From an optimization exercise on the open Yosys and OpenROAD flow, aimed at small area, a short achievable clock period and few clock cycles per item; shortcuts taken in it are not production practice.
At most, simulation tests tie the RTL to the original design; equivalence was not proved.
Function not checked in run 5: the RTL went through the layout flow alone.

==> design/flow/design.v <==
module sha256 (
    input  wire         clk,
    input  wire         reset,
    input  wire         start,
    input  wire [15:0]  data_in,
    output wire         ready,
    output wire [127:0] hash_out
);
    localparam [31:0] IV0 = 32'h6a09e667, IV1 = 32'hbb67ae85, IV2 = 32'h3c6ef372, IV3 = 32'ha54ff53a;
    localparam [31:0] IV4 = 32'h510e527f, IV5 = 32'h9b05688c, IV6 = 32'h1f83d9ab, IV7 = 32'h5be0cd19;
    localparam [31:0] T1C = 32'hf377ed68, CE = 32'h98c7e2a2, H1 = 32'h90bb1e3c;
    localparam [2047:0] KB = 2048'h3e003fe01f81f0e681f03e1e1871cc9531ce2199874d8a4fe9adf85456e02dbba579810305bb20dc7697341bfc6f8602e03316d5ac532960c02a8c2e940b645fafb498a0b86bf916f61246702c5a301ae945c4d6d9f90a35783d19c585f1fa7d6afa779f64cdfc604de9a48290953ced4cc16bf9b281d9a965811281d74ac3b5e8b4caa0117652aedb638daa2581cd4f3b5769cb662cd4820a06240814825d56da7d0af6cc6a8dc6984f3146071b2e416df21318af0121eee942a62f7ea7df1638cc24d28e77b6f779f2430a7feedc5a79cc56b349187a34ea4cca1f28e05ad99db30933037c128a23a6b06ad52f7a6639f885345cdb360af16c2dd4fd08a55f;
    function [31:0] knext;
        input [5:0] i;
        integer b;
        begin
            for (b = 0; b < 32; b = b + 1)
                knext[b] = KB[64 * b + i];
        end
    endfunction
    function [31:0] rotr;
        input [31:0] x;
        input integer n;
        begin
            rotr = (x >> n) | (x << (32 - n));
        end
    endfunction
    function [31:0] s0;
        input [31:0] x;
        begin
            s0 = rotr(x, 7) ^ rotr(x, 18) ^ (x >> 3);
        end
    endfunction
    function [31:0] s1;
        input [31:0] x;
        begin
            s1 = rotr(x, 17) ^ rotr(x, 19) ^ (x >> 10);
        end
    endfunction
    function [31:0] S0;
        input [31:0] x;
        begin
            S0 = rotr(x, 2) ^ rotr(x, 13) ^ rotr(x, 22);
        end
    endfunction
    function [31:0] S1;
        input [31:0] x;
        begin
            S1 = rotr(x, 6) ^ rotr(x, 11) ^ rotr(x, 25);
        end
    endfunction
    function [63:0] csa;
        input [31:0] x, y, z;
        reg   [31:0] c;
        begin
            c = (x & y) | (x & z) | (y & z);
            csa = {c[30:0], 1'b0, x ^ y ^ z};
        end
    endfunction
    function [31:0] add32;
        input [31:0] x, y;
        reg   [31:0] g, p;
        integer i, l;
        begin
            g = x & y;
            p = x ^ y;
            for (l = 0; l < 5; l = l + 1)
                for (i = 0; i < 32; i = i + 1)
                    if (i[l]) begin
                        g[i] = g[i] | (p[i] & g[((i >> l) << l) - 1]);
                        p[i] = p[i] & p[((i >> l) << l) - 1];
                    end
            add32 = x ^ y ^ {g[30:0], 1'b0};
        end
    endfunction
    reg [31:0] a, b, c, e, f, g, h;
    reg [31:0] t1s, t1c;       
    reg [31:0] ew;             
    reg [31:0] kn;             
    reg [31:0] w [0:15];       
    reg [5:0]  t;              
    reg        busy;
    reg        z0, z1, z9, last;
    wire [31:0] w0m = z0 ? 32'd0 : w[0];              
    wire [31:0] w1m = (z1 | last) ? 32'd0 : w[1];     
    wire [31:0] w9m = z9 ? 32'd0 : w[9];              
    wire [31:0] s1e = S1(ew);
    wire [31:0] che = (ew & f) | (~ew & g);
    wire [63:0] t1 = csa(s1e, che, h);
    wire [63:0] e1 = csa(che, h, c);
    wire [63:0] e2 = csa(e1[31:0], e1[63:32], s1e);
    wire [31:0] e_new = add32(e2[31:0], e2[63:32]);
    wire [31:0] s0a = S0(a);
    wire [31:0] mja = (a & b) | (a & c) | (b & c);
    wire [63:0] a1 = csa(t1s, t1c, mja);
    wire [63:0] a2 = csa(a1[31:0], a1[63:32], s0a);
    wire [31:0] a_new = add32(a2[31:0], a2[63:32]);
    wire [63:0] p1 = csa(g, kn, w1m);
    wire [31:0] h_new = p1[31:0] + p1[63:32];
    wire [63:0] m1 = csa(w9m, w0m, s1(w[14]));
    wire [63:0] m2 = csa(m1[31:0], m1[63:32], s0(w1m));
    wire [31:0] w_new = m2[31:0] + m2[63:32];
    wire [31:0] w0  = {data_in, 16'h8000};
    wire [31:0] e_0 = CE + w0;
    wire go = start & ~busy;
    assign ready    = ~busy;
    assign hash_out = {e, f, g, h};
    integer i;
    always @(posedge clk or posedge reset) begin
        if (reset) begin
            busy <= 1'b0;
            e <= IV4; f <= IV5; g <= IV6; h <= IV7;
        end else if (go) begin
            busy <= 1'b1;
            e <= e_0; f <= IV4; g <= IV5; h <= H1;
        end else if (busy) begin
            e <= e_new;
            h <= h_new;
            if (last) begin
                busy <= 1'b0;
                f <= e + IV5;
                g <= f + IV6;
            end else begin
                f <= e; g <= f;
            end
        end
    end
    always @(posedge clk) begin
        if (!busy) begin
            t <= 6'd1;
            kn <= knext(6'd1);
            z0 <= 1'b1; z1 <= 1'b1; z9 <= 1'b1; last <= 1'b0;
            a <= IV0; b <= IV1; c <= IV2;
            ew <= e_0;
            t1s <= w0; t1c <= T1C;           
            w[14] <= {16'h0000, data_in};    
            w[15] <= w0;                     
        end else begin
            t <= t + 6'd1;
            kn <= knext(t + 6'd1);
            z0 <= (t <= 6'd13); z1 <= (t <= 6'd12); z9 <= (t <= 6'd4); last <= (t == 6'd62);
            a <= a_new; b <= a; c <= b;
            ew <= e_new;
            t1s <= t1[31:0]; t1c <= t1[63:32];
            w[14] <= w[15];
            w[15] <= w_new;
        end
        for (i = 0; i < 14; i = i + 1) w[i] <= w[i + 1];
    end
endmodule
module sha128_simple (
    input  wire         CLK,
    input  wire [15:0]  DATA_IN,
    input  wire         RESET,
    input  wire         START,
    output wire         READY,
    output wire [127:0] DATA_OUT
);
    sha256 sha256_comp (
        .clk      (CLK),
        .reset    (RESET),
        .start    (START),
        .data_in  (DATA_IN),
        .ready    (READY),
        .hash_out (DATA_OUT)
    );
endmodule
==> design/flow/flow/run.sh <==
#!/bin/bash
set -euo pipefail
export SYNTH_ARGS=-noabc
export BUFFER_PORTS_ARGS="-buffer_cell sky130_fd_sc_hd__buf_2"
export CTS_ARGS="-sink_clustering_enable -repair_clock_nets -dont_use_dummy_load -buf_list sky130_fd_sc_hd__clkbuf_8 -sink_clustering_size 12 -sink_clustering_max_diameter 60"
export SETUP_SLACK_MARGIN=${MARGIN:-8.8}
bash standard.sh > standard_flow.log 2>&1
==> design/flow/standard.sh <==
#!/bin/bash
# synth_recipe.tcl (not shown) runs the flow's synth.tcl, then flattens the netlist and writes it again
# the make line also repeats each setting of config.mk as NAME=value (left out here)
make -C /OpenROAD-flow-scripts/flow DESIGN_CONFIG=/design/flow/config.mk WORK_HOME=/design/flow/orfs CLKGATE_MAP_FILE= SYNTH_SCRIPT=/design/flow/synth_recipe.tcl "${@:-finish}"
==> design/flow/config.mk <==
export PLATFORM = sky130hd
export DESIGN_NAME = sha128_simple
export DESIGN_NICKNAME = sha128_simple
export VERILOG_FILES = /design/flow/design.v
export SDC_FILE = /design/flow/constraint.sdc
export NUM_CORES = 4
export LEC_CHECK = 0
export CAP_MARGIN = 20
export CORE_MARGIN = 2
export CORE_UTILIZATION = 40
export PLACE_DENSITY = 0.6
export SLEW_MARGIN = 20
==> design/flow/constraint.sdc <==
create_clock -name core_clock -period 13.0 [get_ports {CLK}]
set_input_delay 2.6000 -clock core_clock [delete_from_list [all_inputs] [get_ports {CLK}]]
set_output_delay 2.6000 -clock core_clock [all_outputs]
set_load 0.01 [all_outputs]
==> flow_metrics.tcl, run 1 <==
set metrics [dict create \
    hold_buffers 0 \
    multi_input_area_mm2 0.0214 \
    relSlewSlack 0.287 \
    io_buffers 147 \
    grt_util_met1 0.368 \
    grt.busiest_layer "met1" \
    die_area_mm2 0.102 \
    startpoint "sha256_comp.h[21]" \
    syn2layout_area_growth_pct 12.6 \
    cp.arrival_ns 1.56 \
    routedWlPerCell_um 25.1 \
    drv_cap 0 \
    dr.pass1.iters 5 \
    dieWidth_um 319 \
    ys_warn_count 2 \
    finalMaxSlewViolations 0 \
    max_slew.worst_pin.slew_ns 1.07 \
    synthArstFlopShare 0.148 \
    clock.fmax_mhz 240 \
    grt_use_met3 0.0553 \
    rows 115 \
    cts_tree "yes" \
    hold-path-cell-count 0 \
    hold_path.startpoint "sha256_comp.w[5][20]" \
    slowest_delay_ns 0.66 \
    gp_congestion 0.973 \
    fin_crit_ns 4.16 \
    vias 28300 \
    drive_gt1_frac 0.174 \
    largest_register_ffs 512 \
    regArea_mm2 0.0184 \
    fillers 9380 \
    ant_nets 0 \
    syn-instance-count 3696 \
    synth-edff-count 0 \
    dp_hpwl_um 95500 \
    fin_nets 4277 \
    grt_max_degree 212 \
    timing.rr.start "sha256_comp.g[10]" \
    synth_seq_cells 874 \
    grt-ovfl-total 0 \
    worstSetupStartpointType "register" \
    cp_cell_sequence "buf_2" \
    outcome "complete, no violations" \
    wl_um 129000 \
    core_area_mm2 0.0984 \
    worstSetupEndpointType "output port" \
    grtUsageTotal 0.249 \
    grt_pass1_wl_um 187000 \
    syn_area_mm2 0.0397 \
    synth_ff_type "dfxtp_1" \
    crit_family "flip-flops" \
    cts.sinks 874 \
    cp_max_fo 2 \
    clk_latency_ns 0.73 \
    die_h_um 319 \
    grtUsageMet2 0.359 \
    cp_num_cells 1 \
    finClkSkew_ns 0.0890 \
    fin_area_mm2 0.0447 \
    setup_viol 0 \
    post-route-period-util 0.320 \
    synth_fp_nets 4101 \
    h-tree-depth 3 \
    required_ns 10.40 \
    syn-mean-instance-area_um2 10.7 \
    worstRegToRegCells 12 \
    grt_setup_unrepaired "true" \
    placed_area_mm2 0.0417 \
    critPathSlowestCell "dfstp_2" \
    regToRegSetupSlack_ns 8.86 \
    drcViolationCount 0 \
    ys_seq_area_frac 0.459 \
    start_util 0.403 \
    drtIter0Drc 3040 \
    numCtsBuffers 92 \
    root_buffer "clkbuf_8" \
    largest-register "sha256_comp.w" \
    first_global_vias 27000 \
    path_buf_inv 1 \
    worstSetupPathType "register to output port" \
    hold_violations 0 \
    holdWs_ns 0.271 \
    antenna_found_initial 18 \
    ios 148 \
    hp-class "register to register" \
    setup_tns_ns 0 \
    path_clk_slew_ns 0.08 \
    synth.distinct_cells 79 \
    viasPerCell 5.49 \
    clockBufferDepth 3 \
]
==> placed cells by master, fill, tap and decap left out, drive strengths merged, types with 21 or more instances in the layout <==
cell type	n
fa	254
and2	117
dfrtp	66
ha	132
nor3	46
o21a	21
clkbuf	96
mux2	35
o21ai	226
nand2b	77
o211ai	23
inv	37
nor2	212
dfstp	63
nand3	44
xor2	107
a21o	67
nand2	285
a21oi	237
o22ai	30
xnor2	319
dfxtp	745
maj3	32
nor2b	78
buf	259
a211oi	21
a31oi	24
==> through the flow <==
stage	utilization	setup WS [ns]	std cells
after floorplan	-	8.81	3696
after global placement	0.423	8.29	4977
after detailed placement	0.423	8.20	4977
after CTS	0.442	8.70	5110
after global routing	0.454	8.74	5158
final	0.454	8.84	5159
==> cell usage after synthesis (23+ instances only) <==
cell | n | area share
mux2_2 | 35 | 0.0099
nand3_1 | 44 | 0.0055
nor3_1 | 46 | 0.0058
a31oi_1 | 24 | 0.0038
inv_1 | 34 | 0.0032
nand2_1 | 285 | 0.027
dfstp_2 | 63 | 0.042
ha_1 | 132 | 0.042
nor2_1 | 212 | 0.020
fa_1 | 254 | 0.13
maj3_1 | 32 | 0.0081
dfrtp_1 | 66 | 0.042
nor2b_1 | 78 | 0.012
clkbuf_1 | 161 | 0.015
and2_1 | 116 | 0.018
a21oi_1 | 237 | 0.030
xnor2_1 | 319 | 0.070
a21o_1 | 67 | 0.013
o211ai_1 | 23 | 0.0043
o21ai_0 | 225 | 0.028
nand2b_1 | 77 | 0.012
o22ai_1 | 30 | 0.0047
xor2_1 | 107 | 0.024
dfxtp_1 | 745 | 0.38
==> repair_timing <==
item	in CTS	in global routing
setup endpoints to repair	83	66
pin swaps	16	71
hold endpoints to repair	0	0
resized for setup	93	175
gates cloned	3	4
setup buffers	38	43
==> layout make-up <==
cell class | count | share of cell area
Timing Repair Buffer | 263 | 0.0403
Antenna cell | 2 | 0.000112
Inverter | 38 | 0.00364
Sequential cell | 874 | 0.411
Timing Repair inverter | 2 | 0.000392
Multi-Input combinational cell | 2601 | 0.480
Clock buffer | 92 | 0.0283
Tap cell | 1287 | 0.0360
==> final timing paths <==
| check | end |
|---|---|
| worst max-delay path | DATA_OUT[21] |
| worst min-delay path | sha256_comp.w[4][20] |
| worst max register to register | sha256_comp.e[17] |
| worst min register to register | sha256_comp.w[4][20] |
| max in group asynchronous | sha256_comp.f[19] |
| min in group asynchronous | sha256_comp.h[7] |
==> layer usage <==
layer / up-vias / share of wire
li1: 12800 / -
met4: 2 / 0.032
met2: 1276 / 0.42
met5: - / 0.00010
met3: 214 / 0.092
met1: 14000 / 0.46
==> cell families (layout without fill, tap and decap cells) <==
| logic type | Yosys count | after routing | share of synthesized area |
|---|---|---|---|
| and+or+nand+nor | 926 | 926 | 0.113 |
| adders and majority gates | 418 | 418 | 0.178 |
| other | 0 | 2 | 0 |
| xor gates and xnor gates | 426 | 426 | 0.0940 |
| muxes | 51 | 51 | 0.0140 |
| DFF | 874 | 874 | 0.459 |
| buffers and inverters | 221 | 395 | 0.0210 |
| AOI/OAI and AO/OA | 780 | 780 | 0.122 |
Testbench counts, summed over its fixed seeds: cycles 16,384, hashes 256.
==> run 2, diff against run 1 <==
==> design/flow/flow/run.sh (replaced) <==
#!/bin/bash
set -euo pipefail
export SYNTH_ARGS=-noabc
export BUFFER_PORTS_ARGS="-buffer_cell sky130_fd_sc_hd__buf_2"
export CTS_ARGS="-sink_clustering_enable -repair_clock_nets -dont_use_dummy_load -buf_list sky130_fd_sc_hd__clkbuf_8 -sink_clustering_size 12 -sink_clustering_max_diameter 60"
export SETUP_SLACK_MARGIN=${MARGIN:-8.6}
bash standard.sh > standard_flow.log 2>&1
==> flow_metrics.tcl, run 2 <==
set metrics [dict create \
    core_area_mm2 0.0984 \
    clock.fmax_mhz 234 \
    finClkSkew_ns 0.0916 \
    worstRegToRegCells 13 \
    cts.sinks 874 \
    dp_hpwl_um 95000 \
    h-tree-depth 3 \
    regToRegSetupSlack_ns 8.72 \
    fin_nets 4214 \
    post-route-period-util 0.329 \
    finalMaxSlewViolations 0 \
    synthTopCellsByArea "dfxtp_1 (38%), fa_1 (13%), xnor2_1 (7.0%), dfstp_2 (4.2%), dfrtp_1 (4.2%)" \
    synth_xor_area_frac 0.0940 \
    cp_max_fo 6 \
    syn-mean-instance-area_um2 10.7 \
    vias 27500 \
    timing.rr.start "sha256_comp.g[2]" \
    synth_fa_ha_area_frac 0.178 \
    die_h_um 319 \
    synth-edff-count 0 \
    required_ns 13.62 \
    worstSetupPathType "register to register" \
    ys_seq_area_frac 0.459 \
    synth.distinct_cells 79 \
    relSlewSlack 0.237 \
    fillers 9350 \
    worstSetupEndpointType "register" \
    routedWlPerCell_um 24.7 \
    io_buffers 147 \
    cts_tree "yes" \
    grt_max_degree 200 \
    synth_common_cells "dfxtp_1 (745), xnor2_1 (319), nand2_1 (285), fa_1 (254), a21oi_1 (237)" \
    largest-register "sha256_comp.w" \
    syn2layout_area_growth_pct 9.57 \
    synth_area_leader_cell "dfxtp_1" \
    syn-instance-count 3696 \
    syn_area_mm2 0.0397 \
    die_area_mm2 0.102 \
    hold_path.startpoint "sha256_comp.w[12][13]" \
    final_common_cell "dfxtp_1" \
    antenna_found_initial 11 \
    cp.arrival_ns 4.90 \
    setup_tns_ns 0 \
    drive_gt1_frac 0.132 \
    outcome "complete, no violations" \
    max_slew.worst_pin.slew_ns 1.14 \
    synth_seq_cells 874 \
    min_to "sha256_comp.w[11][13]" \
    hold_buffers 0 \
    hold_violations 0 \
    synth_ff_type "dfxtp_1" \
    grtUsageTotal 0.245 \
    root_buffer "clkbuf_8" \
    yosysTopAreaCellShare 0.376 \
    synth_top_family_by_area "adder cells" \
    path_clk_slew_ns 0.07 \
    post-synth-top-count-cell "dfxtp_1" \
    holdWs_ns 0.299 \
    rows 115 \
    dr.pass1.iters 7 \
    numCtsBuffers 93 \
    fin_crit_ns 4.28 \
    grt_pass1_wl_um 185000 \
    synth_compound_area_frac 0.122 \
    dieWidth_um 319 \
    placedCellCount 4980 \
    gp_congestion 0.961 \
    fin_cells 5098 \
    synthArstFlopShare 0.148 \
    hp-class "register to register" \
    ios 148 \
    synthSimpleGateAreaFrac 0.113 \
    drcViolationCount 0 \
    drv_cap 0 \
    start_util 0.403 \
    ys_warn_count 2 \
    r2r-end "sha256_comp.ew[31]" \
    ant_nets 0 \
    hold-path-cell-count 0 \
    wl_um 126000 \
    synth_fp_nets 4101 \
    clockBufferDepth 3 \
    first_global_vias 26600 \
    grt-ovfl-total 0 \
    worstSetupStartpointType "register" \
    drtIter0Drc 2740 \
    clk_latency_ns 0.77 \
    layout_common_cells "dfxtp_1 (712), xnor2_1 (310), nand2_1 (285), fa_1 (253), a21oi_1 (233)" \
    grt_setup_unrepaired "true" \
    setup_viol 0 \
    largest_register_ffs 512 \
    synth_mux_area_frac 0.0140 \
    viasPerCell 5.40 \
]
## run 2: cell counts after synthesis
Identical to the previous run, type by type.
## run 2: critical path, cell delays in order, from the launching register on
cell and delay [ns]:
dfrtp_2 0.45, mux2_4 0.31, fa_1 0.47, fa_1 0.53, ha_1 0.30, a21o_1 0.17
a21o_1 0.18, a31o_1 0.27, a41o_4 0.27, o211a_4 0.29, o21ai_4 0.16, a211oi_1 0.10
or3_1 0.41, a31o_2 0.25
## run 2: through the flow
step | instance area [um2] | worst slack, ns | utilization
5_1_grt | 43500 | 8.55 | 0.442
4_1_cts | 43200 | 8.60 | 0.439
2_1_floorplan | 39700 | 8.76 | -
6_report | 43500 | 8.72 | 0.442
3_5_place_dp | 41700 | 8.04 | 0.423
3_3_place_gp | 41700 | 8.11 | 0.423
## run 2: routing by layer
metal | wire length [um] | track usage | vias up
li1 | - | - | 12700
met1 | 59200 | 0.362 | 13600
met2 | 53000 | 0.359 | 1105
met3 | 10100 | 0.0545 | 200
met4 | 3470 | 0.0681 | 2
met5 | 13 | 0 | -
## run 2: area by class of cell
type	count	area, um2	area share
antenna	4	10.0	0.000230
clock buffer	93	1280	0.0294
tap	1287	1610	0.0370
multi-input combinational	2601	20900	0.481
inverter	38	149	0.00342
sequential	874	18300	0.421
timing repair buffer	201	1210	0.0278
## run 2: what timing repair did
item | in CTS | in global routing
pin swaps | 6 | 12
buffers inserted | 8 | 13
endpoints found under the setup margin | 43 | 43
resized for setup | 44 | 67
## run 2: how the worst max path moves through the flow
stage                          start                     to  slack [ns]  cells past startpoint
3_3_place_gp        sha256_comp.last  sha256_comp.w[15][31]        8.11                     15
2_1_floorplan      sha256_comp.ew[2]      sha256_comp.e[31]        8.76                     13
5_1_grt        sha256_comp.w[14][18]  sha256_comp.w[15][31]        8.55                     15
3_5_place_dp        sha256_comp.last  sha256_comp.w[15][31]        8.04                     15
6_report            sha256_comp.g[2]     sha256_comp.ew[31]        8.72                     13
4_1_cts               sha256_comp.z0  sha256_comp.w[15][28]        8.60                     13
## run 2: cell families (layout without fill, tap and decap cells)
family,after synthesis,after routing
buffers and inverters,221,332
AND/OR/NAND/NOR,926,926
multiplexers,51,51
other,0,4
XOR/XNOR,426,426
AO/OA/AOI/OAI,780,780
flip-flops,874,874
adder cells (fa/ha/maj),418,418
==> run 3, diff against run 2 <==
==> design/flow/flow/run.sh (replaced) <==
#!/bin/bash
set -euo pipefail
export SYNTH_ARGS=-noabc
export BUFFER_PORTS_ARGS="-buffer_cell sky130_fd_sc_hd__buf_2"
export CTS_ARGS="-sink_clustering_enable -repair_clock_nets -dont_use_dummy_load -buf_list sky130_fd_sc_hd__clkbuf_8 -sink_clustering_size 12 -sink_clustering_max_diameter 60"
export SETUP_SLACK_MARGIN=${MARGIN:-8.7}
bash standard.sh > standard_flow.log 2>&1
==> flow_metrics.tcl, run 3 <==
set metrics [dict create \
    synth.distinct_cells 79 \
    setup_tns_ns 0 \
    ys_seq_area_frac 0.459 \
    root_buffer "clkbuf_8" \
    die_h_um 319 \
    routedWlPerCell_um 24.9 \
    gp_congestion 0.961 \
    outcome "complete, no violations" \
    post-synth-top-count-cell "dfxtp_1" \
    final_common_cell "dfxtp_1" \
    dieWidth_um 319 \
    syn2layout_area_growth_pct 11.1 \
    grt_pass1_wl_um 185000 \
    io_buffers 147 \
    path_buf_inv 1 \
    grt_setup_unrepaired "true" \
    cts.sinks 874 \
    slowest_delay_ns 0.68 \
    clockBufferDepth 3 \
    synth-edff-count 0 \
    rows 115 \
    grt-ovfl-total 0 \
    drv_cap 0 \
    largest-register "sha256_comp.w" \
    fin_crit_ns 4.25 \
    finalMaxSlewViolations 0 \
    numCtsBuffers 93 \
    vias 27900 \
    start_util 0.403 \
    fin_cells 5128 \
    clk_latency_ns 0.78 \
    grtUsageTotal 0.246 \
    ys_warn_count 2 \
    regToRegSetupSlack_ns 8.76 \
    antenna_found_initial 11 \
    cp_max_fo 4 \
    synthTopCellsByArea "dfxtp_1 (38%), fa_1 (13%), xnor2_1 (7.0%), dfstp_2 (4.2%), dfrtp_1 (4.2%)" \
    synth_fp_nets 4101 \
    die_area_mm2 0.102 \
    cp.arrival_ns 1.65 \
    path_clk_slew_ns 0.08 \
    hp-class "register to register" \
    placedCellCount 4980 \
    dp_hpwl_um 95000 \
    max_slew.worst_pin.slew_ns 1.14 \
    finClkSkew_ns 0.0958 \
    syn-mean-instance-area_um2 10.7 \
    hold_path.startpoint "sha256_comp.w[12][13]" \
    r2r-end "sha256_comp.e[31]" \
    setup_viol 0 \
    viasPerCell 5.44 \
    drive_gt1_frac 0.149 \
    syn-instance-count 3696 \
    ios 148 \
    crit_family "flip-flops" \
    ant_nets 0 \
    relSlewSlack 0.239 \
    worstSetupPathType "register to output port" \
    wl_um 128000 \
    synth_seq_cells 874 \
    core_area_mm2 0.0984 \
    min_to "sha256_comp.w[11][13]" \
    h-tree-depth 3 \
    timing.rr.start "sha256_comp.g[2]" \
    fin_nets 4241 \
    worstRegToRegCells 13 \
    drtIter0Drc 2750 \
    fillers 9291 \
    worstSetupStartpointType "register" \
    cts_tree "yes" \
    dr.pass1.iters 8 \
    hold_violations 0 \
    clock.fmax_mhz 235 \
    critPathSlowestCell "dfstp_2" \
    synth_ff_type "dfxtp_1" \
    synth_common_cells "dfxtp_1 (745), xnor2_1 (319), nand2_1 (285), fa_1 (254), a21oi_1 (237)" \
    grt_max_degree 200 \
    required_ns 10.40 \
    post-route-period-util 0.327 \
    worstSetupEndpointType "output port" \
    layout_common_cells "dfxtp_1 (700), xnor2_1 (305), nand2_1 (285), fa_1 (249), a21oi_1 (229)" \
    largest_register_ffs 512 \
    synth_area_leader_cell "dfxtp_1" \
    syn_area_mm2 0.0397 \
    synthArstFlopShare 0.148 \
    yosysTopAreaCellShare 0.376 \
    first_global_vias 26700 \
    hold-path-cell-count 0 \
    cp_cell_sequence "buf_2" \
    drcViolationCount 0 \
]
[run 3: cell count changes in the layout (fill, tap and decap cells not counted), sizes merged]
cell / delta
buf: +24
clkbuf: +3
diode: +3
[run 3: what timing repair did]
item / in CTS / in global routing
setup endpoints to repair: 65 / 55
gates cloned: 0 / 3
buffers inserted: 18 / 27
hold buffers: 0 / 0
resized for setup: 64 / 108
endpoints found under the hold margin: 0 / 0
pin swaps: 9 / 41
[run 3: final cells by class]
| cell class | instances | area (um2) | share of cell area |
|---|---|---|---|
| inverters | 38 | 149 | 0.00338 |
| multi-input cells | 2601 | 21200 | 0.481 |
| well taps | 1287 | 1610 | 0.0365 |
| repair buffers | 228 | 1510 | 0.0343 |
| clock buffers | 93 | 1280 | 0.0290 |
| diodes | 7 | 17.5 | 0.000397 |
| flip-flops and latches | 874 | 18300 | 0.416 |
[run 3: how the worst max path moves through the flow]
stage	from	end	slack [ns]	cells past startpoint
after floorplan	sha256_comp.ew[2]	sha256_comp.e[31]	8.76	13
after global placement	sha256_comp.last	sha256_comp.w[15][31]	8.11	15
after detailed placement	sha256_comp.last	sha256_comp.w[15][31]	8.04	15
after CTS	sha256_comp.w[14][18]	sha256_comp.w[15][31]	8.65	15
after global routing	sha256_comp.g[2]	sha256_comp.ew[31]	8.66	13
final	sha256_comp.h[28]	DATA_OUT[28]	8.75	1
[run 3: logic make-up after synthesis]
family                   Yosys count  share of synthesized area
flip-flops                       874                      0.459
multiplexers                      51                     0.0140
adder cells (fa/ha/maj)          418                      0.178
AO/OA/AOI/OAI                    780                      0.122
AND/OR/NAND/NOR                  926                      0.113
buffers and inverters            221                     0.0210
XOR/XNOR                         426                     0.0940
[run 3: metal layers]
layer | up-vias | wire length [um] | global-route usage | share of wire
met4 | 2 | 3580 | 0.0683 | 0.028
met5 | - | 13 | 0 | 0.00010
met3 | 211 | 11200 | 0.0547 | 0.088
met1 | 13800 | 59100 | 0.365 | 0.46
met2 | 1210 | 53900 | 0.360 | 0.42
li1 | 12700 | - | - | -
[run 3: stage by stage]
| stage | utilization | hold slack (ns) | area [um2] | worst slack (ns) |
|---|---|---|---|---|
| after floorplan | - | 0.310 | 39700 | 8.76 |
| after global placement | 0.423 | 0.310 | 41700 | 8.11 |
| after detailed placement | 0.423 | 0.312 | 41700 | 8.04 |
| after CTS | 0.440 | 0.312 | 43300 | 8.65 |
| after global routing | 0.448 | 0.310 | 44100 | 8.66 |
| final | 0.448 | 0.292 | 44100 | 8.75 |
==> run 4, diff against run 3 <==
--- a/design/flow/config.mk
+++ b/design/flow/config.mk
@@ -8,5 +8,5 @@
 export CAP_MARGIN = 20
 export CORE_MARGIN = 2
-export CORE_UTILIZATION = 40
-export PLACE_DENSITY = 0.6
+export CORE_UTILIZATION = 55
+export PLACE_DENSITY = 0.7
 export SLEW_MARGIN = 20
==> flow_metrics.tcl, run 4 <==
set metrics [dict create \
    fin_cells 4785 \
    grt_setup_unrepaired "true" \
    layout_common_cells "dfxtp_1 (700), xnor2_1 (310), nand2_1 (285), fa_1 (249), a21oi_1 (229)" \
    antenna_found_initial 10 \
    h-tree-depth 3 \
    clk_latency_ns 0.71 \
    cp_cell_sequence "buf_8, nor2b_1, fa_1, fa_1, ha_2, a2111oi_2, inv_1, o31a_1, a2111oi_4, nor3_2, o31ai_2, mux2i_1, nand3_1" \
    final_common_cell "dfxtp_1" \
    hold-path-cell-count 0 \
    syn-mean-instance-area_um2 10.7 \
    grt-ovfl-total 0 \
    hold_path.startpoint "sha256_comp.w[2][21]" \
    syn-instance-count 3696 \
    wl_met3_um 10200 \
    root_buffer "clkbuf_8" \
    drv_cap 0 \
    routedWlPerCell_um 24.8 \
    setup_viol 0 \
    first_global_vias 26700 \
    hold_violations 0 \
    largest-register "sha256_comp.w" \
    viasPerCell 5.90 \
    worstSetupEndpointType "register" \
    fin_crit_ns 4.24 \
    r2r-end "sha256_comp.w[15][28]" \
    drtIter0Drc 3599 \
    synth-edff-count 0 \
    drive_gt1_frac 0.145 \
    relSlewSlack 0.289 \
    dp_hpwl_um 89000 \
    setup_slack_ns 8.76 \
    finClkSkew_ns 0.0845 \
    slowest_delay_ns 0.52 \
    drcViolationCount 0 \
    numCtsBuffers 90 \
    synth_ff_type "dfxtp_1" \
    fillers 5905 \
    ant_nets 0 \
    synthArstFlopShare 0.148 \
    clock.fmax_mhz 236 \
    io_buffers 147 \
    outcome "complete, no violations" \
    start_util 0.555 \
    post-place-ws_ns 8.25 \
    setup_tns_ns 0 \
    vias 28200 \
    ios 148 \
    ys_seq_area_frac 0.459 \
    yosysTopAreaCellShare 0.376 \
    regToRegSetupSlack_ns 8.76 \
    worstSetupPathType "register to register" \
    syn_area_mm2 0.0397 \
    cp_max_fo 32 \
    syn2layout_area_growth_pct 9.45 \
    dieWidth_um 273 \
    regArea_mm2 0.0183 \
    worstRegToRegCells 13 \
    hp-class "register to register" \
    synthTopCellsByArea "dfxtp_1 (38%), fa_1 (13%), xnor2_1 (7.0%), dfstp_2 (4.2%), dfrtp_1 (4.2%)" \
    multi_input_area_mm2 0.0211 \
    required_ns 13.56 \
    clockBufferDepth 3 \
    rows 98 \
    grt_pass1_wl_um 175000 \
    hold_buffers 0 \
    crit_family "compound AO/OA/AOI/OAI gates" \
    dr.pass1.iters 7 \
    path_clk_slew_ns 0.09 \
    synth_fp_nets 4101 \
    largest_register_ffs 512 \
    routed.top_layer "met4" \
    synth_common_cells "dfxtp_1 (745), xnor2_1 (319), nand2_1 (285), fa_1 (254), a21oi_1 (237)" \
    synth_seq_cells 874 \
    drt-met1-wl_um 53900 \
    post-synth-top-count-cell "dfxtp_1" \
    cpMostUsedCell "fa_1" \
    cts_tree "yes" \
    cts.sinks 874 \
    grtUsageTotal 0.318 \
    post-route-period-util 0.326 \
    timing.rr.start "sha256_comp.z0" \
    cp.arrival_ns 4.80 \
    finalMaxSlewViolations 0 \
    grt_max_degree 108 \
    path_buf_inv 2 \
    synth_area_leader_cell "dfxtp_1" \
    critPathSlowestCell "fa_1" \
    ys_warn_count 2 \
    core_area_mm2 0.0715 \
    die_area_mm2 0.0743 \
    dr_wl_met2_um 50100 \
    worstSetupStartpointType "register" \
    max_slew.worst_pin.slew_ns 1.06 \
    gp_congestion 1.00 \
    wl_um 119000 \
    fin_nets 4236 \
    placedCellCount 4642 \
    die_h_um 273 \
    min_to "sha256_comp.w[1][21]" \
    synth.distinct_cells 79 \
]
run 4: metal layers:
metal  track usage  vias to the layer above
li1              -                    12700
met1         0.478                    13900
met2         0.462                     1404
met3        0.0519                      261
met4         0.119                        0
met5             0                        -
run 4: logic make-up (layout without fill, tap and decap cells):
family | Yosys count | in the layout | share of synthesized area
simple gates | 926 | 926 | 0.113
flops | 874 | 874 | 0.459
compound gates | 780 | 780 | 0.122
xor+xnor | 426 | 426 | 0.0940
fa+ha+maj | 418 | 418 | 0.178
buf+inv | 221 | 354 | 0.0210
mux | 51 | 51 | 0.0140
other cells | 0 | 6 | 0
run 4: layout make-up:
cell class | instances | area share
well taps | 950 | 0.0274
multi-input cells | 2601 | 0.485
clock buffers | 90 | 0.0285
diodes | 6 | 0.000346
repair buffers | 225 | 0.0326
repair inverters | 1 | 0.000202
inverters | 38 | 0.00374
flip-flops and latches | 874 | 0.422
run 4: worst max-delay path by stage:
| stage | depth (start not counted) | start | slack [ns] | endpoint |
|---|---|---|---|---|
| finish | 13 | sha256_comp.z0 | 8.76 | sha256_comp.w[15][28] |
| global placement | 16 | sha256_comp.last | 8.31 | sha256_comp.h[31] |
| global route | 16 | sha256_comp.last | 8.61 | sha256_comp.h[31] |
| CTS | 2 | sha256_comp.busy | 8.69 | READY |
| floorplan | 13 | sha256_comp.ew[2] | 8.76 | sha256_comp.e[31] |
| detailed placement | 16 | sha256_comp.last | 8.25 | sha256_comp.h[31] |
run 4: per-stage QoR:
| step | area, um2 | util | hold slack, ns |
|---|---|---|---|
| 6_report | 43400 | 0.608 | 0.282 |
| 3_3_place_gp | 41200 | 0.577 | 0.310 |
| 5_1_grt | 43400 | 0.608 | 0.271 |
| 2_1_floorplan | 39700 | - | 0.310 |
| 4_1_cts | 42900 | 0.600 | 0.265 |
| 3_5_place_dp | 41200 | 0.577 | 0.312 |
run 4: what timing repair did:
item / in CTS / in global routing
resized for setup: 73 / 86
hold endpoints to repair: 0 / 0
endpoints found under the setup margin: 49 / 40
cloned: 3 / 0
pin swaps: 8 / 40
buffers inserted: 17 / 27
run 4: worst reg2reg max path, cell delays in order, from the launching register on:
cell and delay [ns]:
dfxtp_1 0.32, buf_8 0.18, nor2b_1 0.26, fa_1 0.49, fa_1 0.53, ha_2 0.31
a2111oi_2 0.37, inv_1 0.07, o31a_1 0.39, a2111oi_4 0.48, nor3_2 0.13, o31ai_2 0.29
mux2i_1 0.21, nand3_1 0.08
==> run 5, diff against run 4 <==
--- a/design/flow/design.v
+++ b/design/flow/design.v
@@ -77,5 +77,4 @@
     reg [31:0] t1s, t1c;       
     reg [31:0] ew;             
-    reg [31:0] kn;             
     reg [31:0] w [0:15];       
     reg [5:0]  t;              
@@ -96,5 +95,5 @@
     wire [63:0] a2 = csa(a1[31:0], a1[63:32], s0a);
     wire [31:0] a_new = add32(a2[31:0], a2[63:32]);
-    wire [63:0] p1 = csa(g, kn, w1m);
+    wire [63:0] p1 = csa(g, knext(t), w1m);
     wire [31:0] h_new = p1[31:0] + p1[63:32];
     wire [63:0] m1 = csa(w9m, w0m, s1(w[14]));
@@ -129,5 +128,4 @@
         if (!busy) begin
             t <= 6'd1;
-            kn <= knext(6'd1);
             z0 <= 1'b1; z1 <= 1'b1; z9 <= 1'b1; last <= 1'b0;
             a <= IV0; b <= IV1; c <= IV2;
@@ -138,5 +136,4 @@
         end else begin
             t <= t + 6'd1;
-            kn <= knext(t + 6'd1);
             z0 <= (t <= 6'd13); z1 <= (t <= 6'd12); z9 <= (t <= 6'd4); last <= (t == 6'd62);
             a <= a_new; b <= a; c <= b;
--- a/design/flow/config.mk
+++ b/design/flow/config.mk
@@ -8,5 +8,5 @@
 export CAP_MARGIN = 20
 export CORE_MARGIN = 2
-export CORE_UTILIZATION = 55
-export PLACE_DENSITY = 0.7
+export CORE_UTILIZATION = 40
+export PLACE_DENSITY = 0.6
 export SLEW_MARGIN = 20
==> flow_metrics.tcl, run 5 <==
set metrics [dict create \
    grtUsageTotal 0.256 \
    max_slew.worst_pin.slew_ns 1.13 \
    synthArstFlopShare 0.153 \
    worstRegToRegCells 19 \
    min_to "sha256_comp.w[11][25]" \
    yosysTopAreaCellShare 0.365 \
    wl_met3_um 12300 \
    finalMaxSlewViolations 0 \
    largest_register_ffs 512 \
    setup_viol 0 \
    cp_max_fo 13 \
    dr_wl_met2_um 56000 \
    clockBufferDepth 3 \
    syn-mean-instance-area_um2 10.6 \
    r2r-end "sha256_comp.h[31]" \
    path_buf_inv 3 \
    synth_fp_nets 4098 \
    drtIter0Drc 3202 \
    critPathSlowestCell "fa_2" \
    wl_um 130000 \
    die_h_um 317 \
    drv_cap 0 \
    grt_setup_unrepaired "true" \
    fillers 9008 \
    required_ns 13.65 \
    cts.sinks 842 \
    cp.arrival_ns 5.24 \
    slowest_delay_ns 0.42 \
    dp_hpwl_um 92800 \
    cts_tree "yes" \
    gp_congestion 0.972 \
    post-route-period-util 0.353 \
    hold_buffers 0 \
    worstSetupEndpointType "register" \
    synth_seq_cells 842 \
    regToRegSetupSlack_ns 8.41 \
    finClkSkew_ns 0.0778 \
    drt-met1-wl_um 56500 \
    synth_ff_type "dfxtp_1" \
    worstSetupStartpointType "register" \
    hp-class "register to register" \
    layout_common_cells "dfxtp_1 (657), xnor2_1 (307), nand2_1 (298), fa_1 (246), nor2_1 (198)" \
    synthTopCellsByArea "dfxtp_1 (36%), fa_1 (13%), xnor2_1 (7.2%), dfstp_2 (4.2%), dfrtp_1 (4.2%)" \
    cp_cell_sequence "buf_4, bufbuf_16, nor2_2, a222oi_1, nor2_1, nor3_1, fa_1, ha_2, fa_2, a211oi_4, o21ai_2, a21oi_2, a211oi_2, o211ai_2, buf_4, a211oi_2, o31ai_1, mux2_2, nor2_1" \
    ant_nets 0 \
    rows 114 \
    timing.rr.start "sha256_comp.t[0]" \
    ys_warn_count 2 \
    routed.top_layer "met4" \
    h-tree-depth 3 \
    core_area_mm2 0.0969 \
    syn-instance-count 3693 \
    clock.fmax_mhz 218 \
    synth.distinct_cells 82 \
    largest-register "sha256_comp.w" \
    path_clk_slew_ns 0.07 \
    ys_seq_area_frac 0.449 \
    dr.pass1.iters 8 \
    drcViolationCount 0 \
    grt-ovfl-total 0 \
    final_common_cell "dfxtp_1" \
    outcome "complete, no violations" \
    first_global_vias 27700 \
    post-synth-top-count-cell "dfxtp_1" \
    dieWidth_um 317 \
    fin_crit_ns 4.59 \
    routedWlPerCell_um 25.0 \
    drive_gt1_frac 0.204 \
    start_util 0.404 \
    syn_area_mm2 0.0392 \
    fin_cells 5210 \
    hold-path-cell-count 0 \
    io_buffers 147 \
    hold_path.startpoint "sha256_comp.w[12][25]" \
    root_buffer "clkbuf_8" \
    synth_common_cells "dfxtp_1 (713), xnor2_1 (321), nand2_1 (319), fa_1 (254), nor2_1 (226)" \
    die_area_mm2 0.100 \
    synth-edff-count 0 \
    crit_family "compound AO/OA/AOI/OAI gates" \
    hold_violations 0 \
    worstSetupPathType "register to register" \
    syn2layout_area_growth_pct 16.2 \
    grt_max_degree 238 \
    antenna_found_initial 6 \
    setup_tns_ns 0 \
    placedCellCount 4954 \
    clk_latency_ns 0.75 \
    relSlewSlack 0.238 \
    grt_pass1_wl_um 188000 \
    vias 28900 \
    synth_area_leader_cell "dfxtp_1" \
    viasPerCell 5.55 \
    numCtsBuffers 87 \
    fin_nets 4339 \
    ios 148 \
]
==> run 5: timing repair <==
action / CTS / global route
hold endpoints to repair: 0 / 0
pin swaps: 60 / 72
gates cloned: 13 / 5
setup endpoints to repair: 107 / 74
resized for setup: 247 / 175
buffers inserted: 80 / 69
==> run 5: worst max path at each step <==
stage / startpoint / to / slack [ns] / cells past startpoint
floorplan: sha256_comp.t[1] / sha256_comp.h[27] / 8.71 / 20
global placement: sha256_comp.t[3] / sha256_comp.h[27] / 7.15 / 17
detailed placement: sha256_comp.t[3] / sha256_comp.h[27] / 7.08 / 17
global route: sha256_comp.t[3] / sha256_comp.h[31] / 8.23 / 22
finish: sha256_comp.t[0] / sha256_comp.h[31] / 8.41 / 19
CTS: sha256_comp.t[0] / sha256_comp.h[31] / 8.49 / 19
==> run 5: kinds of logic after synthesis <==
| kind of cell | synth area share |
|---|---|
| multiplexers | 0.0136 |
| buffers and inverters | 0.0228 |
| AND/OR/NAND/NOR | 0.118 |
| adder cells (fa/ha/maj) | 0.180 |
| AO/OA/AOI/OAI | 0.122 |
| XOR/XNOR | 0.0944 |
| flip-flops | 0.449 |
==> run 5: metrics by stage <==
| stage | setup slack (ns) | hold WS [ns] | cell area, um2 | util |
|---|---|---|---|---|
| final | 8.41 | 0.286 | 45500 | 0.470 |
| after global routing | 8.23 | 0.283 | 45500 | 0.470 |
| after CTS | 8.49 | 0.283 | 44200 | 0.456 |
| after detailed placement | 7.08 | 0.312 | 41000 | 0.424 |
| after global placement | 7.15 | 0.310 | 41000 | 0.424 |
| after floorplan | 8.71 | 0.310 | 39200 | - |
==> run 5: metal layers <==
layer	vias up	global-route usage
li1	12900	-
met1	14400	0.362
met2	1331	0.381
met3	320	0.0600
met4	0	0.0913
met5	-	0
==> run 5: area by class of cell <==
class / count / area [um2] / share of cell area
diodes: 2 / 5.00 / 0.000110
clock buffers: 87 / 1200 / 0.0263
inverters: 50 / 264 / 0.00580
multi-input cells: 2615 / 21800 / 0.480
flip-flops and latches: 842 / 17700 / 0.390
well taps: 1276 / 1600 / 0.0351
repair buffers: 336 / 2820 / 0.0620
repair inverters: 2 / 18.8 / 0.000413
==> run 6, diff against run 5 <==
--- a/design/flow/design.v
+++ b/design/flow/design.v
@@ -77,4 +77,5 @@
     reg [31:0] t1s, t1c;       
     reg [31:0] ew;             
+    reg [31:0] kn;             
     reg [31:0] w [0:15];       
     reg [5:0]  t;              
@@ -95,5 +96,5 @@
     wire [63:0] a2 = csa(a1[31:0], a1[63:32], s0a);
     wire [31:0] a_new = add32(a2[31:0], a2[63:32]);
-    wire [63:0] p1 = csa(g, knext(t), w1m);
+    wire [63:0] p1 = csa(g, kn, w1m);
     wire [31:0] h_new = p1[31:0] + p1[63:32];
     wire [63:0] m1 = csa(w9m, w0m, s1(w[14]));
@@ -128,4 +129,5 @@
         if (!busy) begin
             t <= 6'd1;
+            kn <= knext(6'd1);
             z0 <= 1'b1; z1 <= 1'b1; z9 <= 1'b1; last <= 1'b0;
             a <= IV0; b <= IV1; c <= IV2;
@@ -136,4 +138,5 @@
         end else begin
             t <= t + 6'd1;
+            kn <= knext(t + 6'd1);
             z0 <= (t <= 6'd13); z1 <= (t <= 6'd12); z9 <= (t <= 6'd4); last <= (t == 6'd62);
             a <= a_new; b <= a; c <= b;
==> design/flow/flow/run.sh (replaced) <==
#!/bin/bash
set -euo pipefail
export SYNTH_ARGS=-noabc
export BUFFER_PORTS_ARGS="-buffer_cell sky130_fd_sc_hd__buf_2"
export CTS_ARGS="-sink_clustering_enable -repair_clock_nets -dont_use_dummy_load -buf_list sky130_fd_sc_hd__clkbuf_8 -sink_clustering_size 16 -sink_clustering_max_diameter 80"
export SETUP_SLACK_MARGIN=${MARGIN:-8.7}
bash standard.sh > standard_flow.log 2>&1
==> flow_metrics.tcl, run 6 <==
set metrics [dict create \
    worstSetupEndpointType "register" \
    grt_max_degree 200 \
    final_common_cell "dfxtp_1" \
    grtUsageTotal 0.245 \
    worstSetupStartpointType "register" \
    syn_area_mm2 0.0397 \
    grt_pass1_wl_um 185000 \
    timing.rr.start "sha256_comp.w[14][21]" \
    first_global_vias 26600 \
    rows 115 \
    dp_hpwl_um 95000 \
    hold_path.startpoint "sha256_comp.w[10][13]" \
    die_h_um 319 \
    h-tree-depth 3 \
    dr.pass1.iters 6 \
    numCtsBuffers 70 \
    path_clk_slew_ns 0.10 \
    cp.arrival_ns 4.87 \
    cpMostUsedCell "fa_1" \
    ys_warn_count 2 \
    synth-edff-count 0 \
    gp_congestion 0.961 \
    hold-path-cell-count 0 \
    r2r-end "sha256_comp.w[15][28]" \
    synthArstFlopShare 0.148 \
    fin_crit_ns 4.29 \
    ant_nets 0 \
    antenna_found_initial 11 \
    ios 148 \
    drive_gt1_frac 0.147 \
    outcome "complete, no violations" \
    yosysTopAreaCellShare 0.376 \
    synthTopCellsByArea "dfxtp_1 (38%), fa_1 (13%), xnor2_1 (7.0%), dfstp_2 (4.2%), dfrtp_1 (4.2%)" \
    clk_latency_ns 0.72 \
    largest-register "sha256_comp.w" \
    crit_family "compound AO/OA/AOI/OAI gates" \
    cts.sinks 874 \
    max_slew.worst_pin.slew_ns 1.12 \
    die_area_mm2 0.102 \
    setup_viol 0 \
    core_area_mm2 0.0984 \
    wl_um 127000 \
    hp-class "register to register" \
    syn-mean-instance-area_um2 10.7 \
    post-synth-top-count-cell "dfxtp_1" \
    dieWidth_um 319 \
    regToRegSetupSlack_ns 8.71 \
    worstSetupPathType "register to register" \
    cp_max_fo 5 \
    clockBufferDepth 3 \
    worstRegToRegCells 15 \
    layout_common_cells "dfxtp_1 (697), xnor2_1 (305), nand2_1 (285), fa_1 (250), a21oi_1 (230)" \
    required_ns 13.58 \
    ys_seq_area_frac 0.459 \
    synth.distinct_cells 79 \
    finClkSkew_ns 0.0860 \
    synth_ff_type "dfxtp_1" \
    synth_fp_nets 4101 \
    drcViolationCount 0 \
    finalMaxSlewViolations 0 \
    cp_cell_sequence "xnor2_2, xnor2_1, fa_1, fa_1, ha_4, a21oi_2, o211ai_1, nor3b_2, o31a_1, a2111oi_4, buf_4, nor3_4, o31ai_2, mux2i_1, nand3_1" \
    hold_violations 0 \
    cts_tree "yes" \
    io_buffers 147 \
    root_buffer "clkbuf_8" \
    post-route-period-util 0.330 \
    path_buf_inv 1 \
    syn2layout_area_growth_pct 10.4 \
    grt_setup_unrepaired "true" \
    routedWlPerCell_um 24.9 \
    viasPerCell 5.45 \
    slowest_delay_ns 0.57 \
    fin_nets 4227 \
    synth_common_cells "dfxtp_1 (745), xnor2_1 (319), nand2_1 (285), fa_1 (254), a21oi_1 (237)" \
    synth_area_leader_cell "dfxtp_1" \
    start_util 0.403 \
    synth_seq_cells 874 \
    setup_tns_ns 0 \
    drv_cap 0 \
    critPathSlowestCell "fa_1" \
    vias 27800 \
    largest_register_ffs 512 \
    min_to "sha256_comp.w[9][13]" \
    syn-instance-count 3696 \
    relSlewSlack 0.252 \
    drtIter0Drc 2761 \
    clock.fmax_mhz 233 \
    grt-ovfl-total 0 \
]
-- run 6: cell count changes after synthesis, sizes merged, moves of 8 or more --
cell,delta
a221oi,+10
nand2,-35
buf,-11
nor2,-14
nand3,+8
a21oi,+24
a21o,+10
dfxtp,+32
a211oi,-8
inv,-12
-- run 6: how the worst max path moves through the flow --
| stage | startpoint | endpoint | slack, ns | cells past startpoint |
|---|---|---|---|---|
| floorplan | sha256_comp.ew[2] | sha256_comp.e[31] | 8.76 | 13 |
| global placement | sha256_comp.last | sha256_comp.w[15][31] | 8.11 | 15 |
| detailed placement | sha256_comp.last | sha256_comp.w[15][31] | 8.04 | 15 |
| CTS | sha256_comp.w[14][18] | sha256_comp.w[15][31] | 8.63 | 15 |
| global route | sha256_comp.w[14][21] | sha256_comp.w[15][28] | 8.63 | 15 |
| finish | sha256_comp.w[14][21] | sha256_comp.w[15][28] | 8.71 | 15 |
-- run 6: cell type report --
type / instances / area (um2)
antenna: 5 / 12.5
clock buffer: 70 / 963
fill: 9299 / 54600
inverter: 38 / 149
multi-input combinational: 2602 / 21200
sequential: 874 / 18400
tap: 1287 / 1610
timing repair buffer: 236 / 1540
-- run 6: stage by stage --
step / setup WS (ns) / cells / hold WS, ns / utilization / cell area [um2]
floorplan: 8.76 / 3696 / 0.310 / - / 39700
global placement: 8.11 / 4980 / 0.310 / 0.423 / 41700
global route: 8.63 / 5111 / 0.319 / 0.445 / 43800
finish: 8.71 / 5112 / 0.305 / 0.445 / 43800
detailed placement: 8.04 / 4980 / 0.312 / 0.423 / 41700
CTS: 8.63 / 5068 / 0.307 / 0.437 / 43000
-- run 6: cell families (layout without fill, tap and decap cells) --
family / count (synthesis) / in the layout / synth area share
buffers and inverters: 221 / 344 / 0.0210
adders and majority gates: 418 / 418 / 0.178
muxes: 51 / 51 / 0.0140
other: 0 / 5 / 0
xor gates and xnor gates: 426 / 426 / 0.0940
DFF: 874 / 874 / 0.459
AOI/OAI and AO/OA: 780 / 780 / 0.122
and+or+nand+nor: 926 / 927 / 0.113
-- run 6: what timing repair did --
| action | 4_1_cts | 5_1_grt |
|---|---|---|
| hold buffers | 0 | 0 |
| cloned | 1 | 4 |
| resized for setup | 70 | 113 |
| pin swaps | 10 | 41 |
| endpoints found under the setup margin | 63 | 54 |
| buffers inserted | 17 | 35 |
-- run 6: routing by layer --
layer	track usage	part of all wire
met1	0.367	0.47
met2	0.362	0.43
met5	0	0
met4	0.0624	0.026
met3	0.0474	0.079
Testbench counts of run 6, summed over its fixed seeds: cycles 16,384, hashes 256.
==> run 7, diff against run 6 <==
--- a/design/flow/design.v
+++ b/design/flow/design.v
@@ -113,14 +113,14 @@
         end else if (go) begin
             busy <= 1'b1;
-            e <= e_0; f <= IV4; g <= IV5; h <= H1;
+            f <= IV4; g <= IV5; h <= H1;
         end else if (busy) begin
-            e <= e_new;
             h <= h_new;
             if (last) begin
                 busy <= 1'b0;
-                f <= e + IV5;
+                e <= e_new;
+                f <= ew + IV5;
                 g <= f + IV6;
             end else begin
-                f <= e; g <= f;
+                f <= ew; g <= f;
             end
         end
==> design/flow/flow/run.sh (replaced) <==
#!/bin/bash
set -euo pipefail
export SYNTH_ARGS=-noabc
export BUFFER_PORTS_ARGS="-buffer_cell sky130_fd_sc_hd__buf_2"
export CTS_ARGS="-sink_clustering_enable -repair_clock_nets -dont_use_dummy_load -buf_list sky130_fd_sc_hd__clkbuf_8 -sink_clustering_size 12 -sink_clustering_max_diameter 60"
export SETUP_SLACK_MARGIN=${MARGIN:-8.7}
bash standard.sh > standard_flow.log 2>&1
==> flow_metrics.tcl, run 7 <==
set metrics [dict create \
    setup_slack_ns 8.75 \
    gp_congestion 0.955 \
    clock.fmax_mhz 235 \
    root_buffer "clkbuf_8" \
    r2r-end "sha256_comp.a[31]" \
    worstSetupStartpointType "register" \
    worstSetupPathType "register to output port" \
    ios 148 \
    holdWs_ns 0.302 \
    hold_violations 0 \
    grt_pass1_wl_um 181000 \
    regToRegSetupSlack_ns 8.85 \
    regArea_mm2 0.0183 \
    numCtsBuffers 95 \
    synthArstFlopShare 0.148 \
    vias 27800 \
    io_buffers 147 \
    grt_setup_unrepaired "false" \
    relSlewSlack 0.156 \
    synth.distinct_cells 88 \
    cp.arrival_ns 1.65 \
    ys_seq_area_frac 0.456 \
    required_ns 10.40 \
    die_area_mm2 0.103 \
    multi_input_area_mm2 0.0211 \
    finClkSkew_ns 0.0916 \
    h-tree-depth 3 \
    drcViolationCount 0 \
    hold_buffers 0 \
    post-place-ws_ns 7.99 \
    wl_um 124000 \
    cp_num_cells 1 \
    dp_hpwl_um 91700 \
    hold_path.startpoint "sha256_comp.w[3][8]" \
    critPathSlowestCell "dfstp_2" \
    cp_max_fo 4 \
    syn-instance-count 3742 \
    slowest_delay_ns 0.67 \
    core_area_mm2 0.0987 \
    setup_viol 0 \
    syn2layout_area_growth_pct 9.84 \
    synth_seq_cells 874 \
    start_util 0.405 \
    cts_tree "yes" \
    synth_ff_type "dfxtp_1" \
    timing.rr.start "sha256_comp.a[11]" \
    cts.sinks 874 \
    rows 115 \
    clockBufferDepth 3 \
    first_global_vias 26900 \
    antenna_found_initial 9 \
    final_common_cell "dfxtp_1" \
    ant_nets 0 \
    yosysTopAreaCellShare 0.373 \
    fillers 9287 \
    post-route-period-util 0.327 \
    drtIter0Drc 3108 \
    dr.pass1.iters 8 \
    drive_gt1_frac 0.148 \
    worstRegToRegCells 13 \
    fin_crit_ns 4.25 \
    ys_warn_count 2 \
    outcome "complete, no violations" \
    startpoint "sha256_comp.h[28]" \
    path_clk_slew_ns 0.08 \
    utilization 0.445 \
    worstSetupEndpointType "output port" \
    finalMaxSlewViolations 0 \
    cp_cell_sequence "buf_2" \
    crit_family "flip-flops" \
    viasPerCell 5.43 \
    cp-endpoint "DATA_OUT[28]" \
    max_slew.worst_pin.slew_ns 1.26 \
    synthTopCellsByArea "dfxtp_1 (37%), fa_1 (13%), xnor2_1 (6.7%), dfstp_2 (4.1%), dfrtp_1 (4.1%)" \
    drv_cap 0 \
    grt-ovfl-total 0 \
    largest-register "sha256_comp.w" \
    hold-path-cell-count 0 \
    fin_nets 4233 \
    clk_latency_ns 0.74 \
    path_buf_inv 1 \
    largest_register_ffs 512 \
    post-synth-top-count-cell "dfxtp_1" \
    syn_area_mm2 0.0400 \
    layout_common_cells "dfxtp_1 (698), nand2_1 (318), xnor2_1 (296), fa_1 (249), a21oi_1 (229)" \
    setup_tns_ns 0 \
    dieWidth_um 320 \
    synth_common_cells "dfxtp_1 (745), nand2_1 (319), xnor2_1 (306), fa_1 (254), a21oi_1 (234)" \
    grtUsageTotal 0.239 \
    syn-mean-instance-area_um2 10.7 \
    synth_area_leader_cell "dfxtp_1" \
    synth-edff-count 0 \
    hp-class "register to register" \
    die_h_um 320 \
    routedWlPerCell_um 24.2 \
    grt_max_degree 86 \
    synth_fp_nets 4147 \
]
run 7: cell count changes after synthesis, moves of 16 or more:
cell      change
o21ai_0      -57
xor2_1       +23
clkbuf_1     +21
o22ai_1      +33
nor3_1       +16
buf_2        +16
nand2_1      +34
run 7: cell type report:
cell class,count,share of cell area
multi-input combinational,2605,0.481
sequential,874,0.417
tap,1287,0.0367
timing repair buffer,217,0.0311
clock buffer,95,0.0298
inverter,35,0.00345
antenna,5,0.000285
run 7: repair_timing:
action                     4_1_cts  5_1_grt
resized for setup               58       84
setup endpoints to repair       69       56
gates cloned                     2        2
pin swaps                        7       23
setup buffers                    9       26
run 7: worst min path at each step:
stage | endpoint | slack [ns]
finish | sha256_comp.w[2][8] | 0.30
CTS | sha256_comp.w[3][7] | 0.30
detailed placement | sha256_comp.w[10][0] | 0.31
global route | sha256_comp.w[10][6] | 0.30
global placement | sha256_comp.w[4][20] | 0.31
floorplan | sha256_comp.w[10][0] | 0.31
run 7: cells by family after synthesis:
logic type	after synthesis	share of synthesized area
AO/OA/AOI/OAI	746	0.116
XOR/XNOR	437	0.0959
adder cells (fa/ha/maj)	418	0.176
buffers and inverters	264	0.0267
flip-flops	874	0.456
multiplexers	52	0.0146
AND/OR/NAND/NOR	951	0.115
run 7: routing by layer:
| layer | up-vias | part of all wire | global-route usage |
|---|---|---|---|
| li1 | 12700 | - | - |
| met1 | 13500 | 0.45 | 0.345 |
| met2 | 1274 | 0.42 | 0.353 |
| met3 | 264 | 0.088 | 0.0523 |
| met4 | 0 | 0.035 | 0.0785 |
| met5 | - | 0 | 0 |
run 7: metrics by stage:
stage	cell area [um2]	std cells
after global placement	41800	4979
final	43900	5118
after floorplan	40000	3742
after global routing	43900	5116
after detailed placement	41800	4979
after CTS	43400	5085
Testbench counts of run 7, summed over its fixed seeds: cycles 16,384, hashes 256.
==> run 8, diff against run 7 <==
==> design/flow/flow/run.sh (replaced) <==
#!/bin/bash
set -euo pipefail
export SYNTH_ARGS=-noabc
export BUFFER_PORTS_ARGS="-buffer_cell sky130_fd_sc_hd__buf_2"
export CTS_ARGS="-sink_clustering_enable -repair_clock_nets -dont_use_dummy_load -buf_list sky130_fd_sc_hd__clkbuf_8 -sink_clustering_size 12 -sink_clustering_max_diameter 60"
export SETUP_SLACK_MARGIN=${MARGIN:-8.8}
bash standard.sh > standard_flow.log 2>&1
==> flow_metrics.tcl, run 8 <==
set metrics [dict create \
    largest_register_ffs 512 \
    ant_nets 0 \
    drcViolationCount 0 \
    synth-edff-count 0 \
    worstSetupPathType "register to output port" \
    gp_congestion 0.955 \
    synth_common_cells "dfxtp_1 (745), nand2_1 (319), xnor2_1 (306), fa_1 (254), a21oi_1 (234)" \
    min_to "sha256_comp.w[4][22]" \
    synthTopCellsByArea "dfxtp_1 (37%), fa_1 (13%), xnor2_1 (6.7%), dfstp_2 (4.1%), dfrtp_1 (4.1%)" \
    synth.distinct_cells 88 \
    syn-instance-count 3742 \
    outcome "complete, no violations" \
    largest-register "sha256_comp.w" \
    synth_ff_type "dfxtp_1" \
    grt_max_degree 86 \
    hp-class "register to register" \
    grtUsageTotal 0.242 \
    fin_nets 4267 \
    cp_max_fo 3 \
    antenna_found_initial 12 \
    clock.fmax_mhz 239 \
    fin_crit_ns 4.18 \
    first_global_vias 27000 \
    hold_path.startpoint "sha256_comp.w[5][22]" \
    worstSetupStartpointType "register" \
    cp.arrival_ns 1.58 \
    syn2layout_area_growth_pct 11.1 \
    rows 115 \
    yosysTopAreaCellShare 0.373 \
    synthArstFlopShare 0.148 \
    post-synth-top-count-cell "dfxtp_1" \
    ys_warn_count 2 \
    ios 148 \
    numCtsBuffers 95 \
    h-tree-depth 3 \
    grt_pass1_wl_um 183000 \
    dp_hpwl_um 91700 \
    relSlewSlack 0.181 \
    die_h_um 320 \
    layout_common_cells "dfxtp_1 (691), nand2_1 (318), xnor2_1 (293), fa_1 (247), a21oi_1 (226)" \
    synth_area_leader_cell "dfxtp_1" \
    ys_seq_area_frac 0.456 \
    synth_seq_cells 874 \
    r2r-end "sha256_comp.a[31]" \
    clk_latency_ns 0.75 \
    finalMaxSlewViolations 0 \
    root_buffer "clkbuf_8" \
    hold_violations 0 \
    clockBufferDepth 3 \
    hold-path-cell-count 0 \
    routedWlPerCell_um 24.4 \
    synth_fp_nets 4147 \
    final_common_cell "dfxtp_1" \
    timing.rr.start "sha256_comp.a[11]" \
    start_util 0.405 \
    drtIter0Drc 3214 \
    vias 27900 \
    drv_cap 0 \
    die_area_mm2 0.103 \
    cts_tree "yes" \
    fillers 9251 \
    regToRegSetupSlack_ns 8.92 \
    syn_area_mm2 0.0400 \
    wl_um 126000 \
    setup_tns_ns 0 \
    path_clk_slew_ns 0.09 \
    viasPerCell 5.42 \
    grt-ovfl-total 0 \
    worstRegToRegCells 13 \
    worstSetupEndpointType "output port" \
    cts.sinks 874 \
    hold_buffers 0 \
    placedCellCount 4979 \
    core_area_mm2 0.0987 \
    syn-mean-instance-area_um2 10.7 \
    required_ns 10.40 \
    fin_cells 5152 \
    dieWidth_um 320 \
    setup_viol 0 \
    post-route-period-util 0.321 \
    io_buffers 147 \
    max_slew.worst_pin.slew_ns 1.22 \
    dr.pass1.iters 8 \
    grt_setup_unrepaired "true" \
    finClkSkew_ns 0.0877 \
    drive_gt1_frac 0.165 \
]
[run 8: stage by stage]
stage               setup WS [ns]  area, um2  hold WS, ns   util
detailed placement           7.99      41800        0.312  0.423
finish                       8.82      44400        0.303  0.450
global route                 8.75      44400        0.305  0.450
CTS                          8.78      43700        0.304  0.443
global placement             8.02      41800        0.309  0.423
floorplan                    8.85      40000        0.310      -
[run 8: area by class of cell]
cell class	instances	area [um2]	area share
Antenna cell	5	12.5	0.000282
Clock buffer	95	1310	0.0294
Inverter	35	151	0.00341
Multi-Input combinational cell	2605	21300	0.479
Sequential cell	874	18400	0.413
Tap cell	1287	1610	0.0362
Timing Repair Buffer	250	1690	0.0381
Timing Repair inverter	1	8.76	0.000197
[run 8: repair_timing]
| item | 4_1_cts | 5_1_grt |
|---|---|---|
| gates resized for setup | 95 | 106 |
| pin swaps | 13 | 39 |
| setup buffers | 28 | 40 |
| endpoints found under the hold margin | 0 | 0 |
| setup endpoints to repair | 98 | 66 |
| gates cloned | 4 | 1 |
[run 8: worst max-delay path by stage]
stage | startpoint | endpoint | slack (ns) | cells past startpoint
floorplan | sha256_comp.ew[17] | sha256_comp.e[29] | 8.85 | 14
global placement | sha256_comp.last | sha256_comp.w[15][25] | 8.02 | 15
detailed placement | sha256_comp.last | sha256_comp.w[15][25] | 7.99 | 15
CTS | sha256_comp.h[30] | DATA_OUT[30] | 8.78 | 1
global route | sha256_comp.ew[18] | sha256_comp.ew[29] | 8.75 | 12
finish | sha256_comp.g[3] | DATA_OUT[35] | 8.82 | 2
[run 8: worst max-delay path, cell delays in order (launching register included)]
cell     delay (ns)
dfstp_2        0.57
buf_4          0.15
buf_2          0.13
[run 8: routing by layer]
metal / GRT usage / share of wire / wire (um)
met5: 0 / 0.00018 / 23
met4: 0.0812 / 0.035 / 4440
met3: 0.0556 / 0.091 / 11400
met2: 0.355 / 0.42 / 52600
met1: 0.350 / 0.45 / 57000
[run 8: cell families (layout without fill, tap and decap cells)]
| family | Yosys count | count (layout) | synth area share |
|---|---|---|---|
| adder cells (fa/ha/maj) | 418 | 418 | 0.176 |
| AO/OA/AOI/OAI | 746 | 746 | 0.116 |
| buffers and inverters | 264 | 381 | 0.0267 |
| multiplexers | 52 | 52 | 0.0146 |
| flip-flops | 874 | 874 | 0.456 |
| XOR/XNOR | 437 | 437 | 0.0959 |
| AND/OR/NAND/NOR | 951 | 952 | 0.115 |
| other | 0 | 5 | 0 |

[separate check: timing with driven ports]
Ports are ideal in the flow. The routed layouts listed here were re-timed in OpenROAD.
Step 1 sets driving cells, clkbuf_16 on the clock port and buf_2 on the other inputs (assumed; they add their load-dependent delay and slew).
Step 2 times the ports against the registers' clock, not the clock port: input delays grow and output delays shrink by t, the midpoint of the rising clock arrivals with the driver on.
a / b / c = no drivers / after step 1 / after step 2; a / b = the first two.
run	t, ns	setup WS [ns]	worst data-port slew with drivers (ns)	cell pins on the clock port's net
run 1	0.754	8.836 / 8.767 / 8.341	0.12	1
run 2	0.792	8.724 / 8.661 / 8.346	0.10	1
run 3	0.796	8.750 / 8.681 / 8.343	0.09	1
run 4	0.732	8.760 / 8.760 / 8.296	0.10	1
run 5	0.774	8.406 / 8.406 / 8.279	0.03	1
run 6	0.746	8.707 / 8.702 / 8.275	0.11	1
run 7	0.766	8.748 / 8.678 / 8.422	0.08	1
run 8	0.776	8.824 / 8.755 / 8.427	0.08	1
After both steps every run listed still meets setup and hold. The setup slack of run 1, which loses most, moves by -0.069 ns with the drivers and by -0.495 ns with both steps.
